Background: an optimization exercise with open tools, aiming at small area and a short achievable clock period. Do not read the settings as production practice. Only simulation tests tie the RTL to the original design; equivalence was not proved. Power and IR drop assume default switching activity.

==> flow/design.v <==
`timescale 1ns / 1ps
module MicroUAZ8Bits2020V02(
    input Clk,
    input Rst,
    input [8:0] i_Instruction,
    input [7:0] i_Dato_Bus,
    output [7:0] o_Addres_Instruction_Bus,
    output [7:0] o_DataOut_Bus,
    output [7:0] o_Addres_Data_Bus,
    output RW
    );
    wire [2:0] op = i_Instruction[8:6];
    wire [2:0] a  = i_Instruction[5:3];
    wire [2:0] b  = i_Instruction[2:0];
    reg [7:0] R [0:7];
    reg [7:0] PC;
    reg C;
    reg fl, Zs, Ns;
    wire [7:0] Ra = R[a];
    wire [7:0] Rb = R[b];
    wire [7:0] R0 = R[0];
    wire Z = fl ? (R0 == 8'd0) & ~C : Zs;
    wire N = fl ? R0[7] : Ns;
    assign RW = ~op[2] & op[1];
    assign o_Addres_Data_Bus = op[1] ? Ra : Rb;
    wire [7:0] rbi = (op[0] | op[2]) ? Rb : {5'b0, b};
    assign o_DataOut_Bus = rbi;
    assign o_Addres_Instruction_Bus = PC;
    wire sub = b[0];
    wire [8:0] s = {1'b0, R0 ^ {8{sub}}} + {1'b0, Ra};
    wire [8:0] addsub = {s[8], s[7:0] ^ {8{sub}}};
    wire left = ~b[0];
    wire [8:0] v = left ? {R0[0], R0[1], R0[2], R0[3], R0[4], R0[5], R0[6], R0[7], 1'b0}
                        : {1'b0, R0};
    wire [8:0] vs = v >> Ra;
    wire [8:0] sh = left ? {vs[0], vs[1], vs[2], vs[3], vs[4], vs[5], vs[6], vs[7], vs[8]} : vs;
    reg [3:0] tt;
    always @* begin
        case (b[1:0])
            2'd0: tt = 4'b0011;    
            2'd1: tt = 4'b1000;    
            2'd2: tt = 4'b1110;    
            default: tt = 4'b0110;  
        endcase
    end
    wire [7:0] lg;
    genvar k;
    generate
        for (k = 0; k < 8; k = k + 1) begin : lgb
            assign lg[k] = tt[{R0[k], Ra[k]}];
        end
    endgenerate
    wire [8:0] res = b[2] ? {b[1:0] == 2'd0, lg} : (b[1] ? sh : addsub);
    wire is_math = op == 3'b101;
    wire is_jump = op == 3'b110;
    wire link    = is_jump & (b == 3'd1);
    wire wa = (op[2:1] == 2'b00) | (op == 3'b100);
    wire [7:0] wd = (op[0] & ~op[2]) ? i_Dato_Bus : rbi;
    reg taken;
    always @* begin
        case (b)
            3'd0, 3'd1: taken = 1'b1;
            3'd2: taken = Z;
            3'd3: taken = ~Z;
            3'd4: taken = N;
            3'd5: taken = ~N;
            3'd6: taken = C;
            default: taken = ~C;
        endcase
    end
    integer i;
    always @(posedge Clk, posedge Rst) begin
        if (Rst) begin
            for (i = 0; i < 8; i = i + 1) R[i] <= 8'd0;
            PC <= 8'd0;
            C <= 1'b0; fl <= 1'b0; Zs <= 1'b0; Ns <= 1'b0;
        end else begin
            for (i = 1; i < 7; i = i + 1)
                if (wa && a == i) R[i] <= wd;
            if (is_math) R[0] <= res[7:0];
            else if (wa && a == 3'd0) R[0] <= wd;
            if (link) R[7] <= PC;
            else if (wa && a == 3'd7) R[7] <= wd;
            PC <= (is_jump & taken) ? Ra : PC + 8'd1;
            if (is_math) begin
                C <= res[8];
                fl <= 1'b1;
            end else if (wa && a == 3'd0) begin
                fl <= 1'b0;
                Zs <= Z;
                Ns <= N;
            end
        end
    end
endmodule
clock: 6.0 ns
lec_check: 0
cap_margin: 20
core_margin: 2
core_utilization: 55
cts_buf_list: sky130_fd_sc_hd__clkbuf_8
cts_cluster_size: 25
setup_slack_margin: 2.5
slew_margin: 20
tns_end_percent: 0
standard.sh (not shown) runs the stock make flow with config.mk's settings and CLKGATE_MAP_FILE= SYNTH_SCRIPT=/design/flow/synth_recipe.tcl, a recipe that flattens the netlist after the stock synthesis.
==> flow/flow/run.sh <==
#!/bin/bash
# Own layout flow: the standard ORFS flow (standard.sh), with the
# changes set in flow/opts.sh:
#  - MY_ABC_SCRIPT: ABC script for synthesis's mapping (via my_synth.tcl,
#    which sources synth_recipe.tcl unchanged and only swaps abc's script);
#  - EXTRA: further make variables (port buffer cell, adder mapping, ...).
# Each tool's output stays in orfs/logs/; make's own output in run_make.log.
set -euo pipefail
W=$(pwd)
export FLOW_WORK=$W
EXTRA=()
source $W/flow/opts.sh
bash standard.sh SYNTH_SCRIPT=$W/flow/my_synth.tcl "${EXTRA[@]}" finish > $W/run_make.log 2>&1
==> flow/flow/abc.script <==
&get -n
&st
&dch -f
&nf -R 1000
&st
&dch -f
&nf -R 1000
&put
==> flow/flow/my_synth.tcl <==
# The standard synthesis (synth_recipe.tcl, sourced unchanged) with one
# change: Yosys's abc pass runs the ABC script named by MY_ABC_SCRIPT in
# place of ORFS's abc_speed script, and keeps abc from the cells named in
# MY_ABC_DONT_USE, if set.
proc abc {args} {
  set i [lsearch -exact $args -script]
  if { $i >= 0 && [info exists ::env(MY_ABC_SCRIPT)] } {
    lset args [expr { $i + 1 }] $::env(MY_ABC_SCRIPT)
  }
  if { [info exists ::env(MY_ABC_DONT_USE)] } {
    foreach c $::env(MY_ABC_DONT_USE) { lappend args -dont_use $c }
  }
  puts "my_synth: abc $args"
  yosys abc {*}$args
}
source $::env(FLOW_WORK)/synth_recipe.tcl
==> flow/flow/opts.sh <==
# options for run.sh
export MY_ABC_SCRIPT=$W/flow/abc.script
EXTRA=( "BUFFER_PORTS_ARGS=-buffer_cell sky130_fd_sc_hd__buf_1" "ADDER_MAP_FILE=" )
Change:
==> flow/flow/abc.script (replaced) <==
&get -n
&st
&dch -f
&nf -R 1000
&put
GPL_TIMING_DRIVEN = 0   (was unset)
The changed run finished clean.
Area after synthesis went up by 0.64%.
Setup slack is better by 240 ps.
Final area went up by 8.2%.
Utilization went up by 5.4 points.
Change:
==> flow/flow/my_synth.tcl (replaced) <==
# The standard synthesis (synth_recipe.tcl, sourced unchanged) with one
# change: Yosys's abc pass runs the ABC script named by MY_ABC_SCRIPT in
# place of ORFS's abc_speed script.
proc abc {args} {
  set i [lsearch -exact $args -script]
  if { $i >= 0 && [info exists ::env(MY_ABC_SCRIPT)] } {
    lset args [expr { $i + 1 }] $::env(MY_ABC_SCRIPT)
  }
  puts "my_synth: abc $args"
  yosys abc {*}$args
}
source $::env(FLOW_WORK)/synth_recipe.tcl
==> flow/flow/opts.sh (replaced) <==
# options for run.sh
EXTRA=( "BUFFER_PORTS_ARGS=-buffer_cell sky130_fd_sc_hd__buf_1" "ADDER_MAP_FILE=" )
CORE_UTILIZATION = 35   (was 55)
CTS_BUF_LIST = unset   (was sky130_fd_sc_hd__clkbuf_8)
CTS_CLUSTER_SIZE = unset   (was 25)
GPL_TIMING_DRIVEN = unset   (was 0)
removed: flow/flow/abc.script
Result:
- synthesized cell count came out higher by a quarter to a third
- sequential cell count does not change
- area after synthesis came out higher by a quarter to a third
- first-iteration DRC count came out lower by a quarter to a third
- clock power came out higher by a quarter to a third
- total power came out higher by a quarter to a third
- routed wire length came out higher by about a fifth
- final cell count came out higher by a quarter to a third
- register-to-register slack improved by 30 ps
- global-route usage came out lower by 16 points
- cell area came out higher by about a fifth

port drivers added, routing unchanged:
The results above use ideal ports. As a check the final layouts listed here were re-extracted and re-timed, cells and wires unchanged.
Step 1, drivers: a clkbuf_16 drives Clk and a buf_2 each remaining input, both assumed.
Step 2, shift: input delay + t, output delay - t, t = (earliest + latest rising clock arrival at the registers) / 2. This alone moves slack from input paths to output paths.
Slacks: ideal / step 1 / step 2; pairs: ideal / step 1.
| run | shift t [ns] | slack for setup (ns) | worst hold slack (ns) | cell pins on the clock port's net |
|---|---|---|---|---|
| the first run | 0.394 | 1.748 / 1.731 / 1.337 | 0.504 / 0.504 / 0.504 | 1 |
| the second run | 0.377 | 1.987 / 1.952 / 1.617 | 0.517 / 0.517 / 0.517 | 1 |
| the third run | 0.395 | 2.107 / 2.003 / 1.750 | 0.502 / 0.502 / 0.502 | 1 |
After both steps setup and hold are still met in every run listed. For the first run, which loses most, drivers alone change the setup slack by -0.017 ns; drivers and shift together by -0.411 ns.
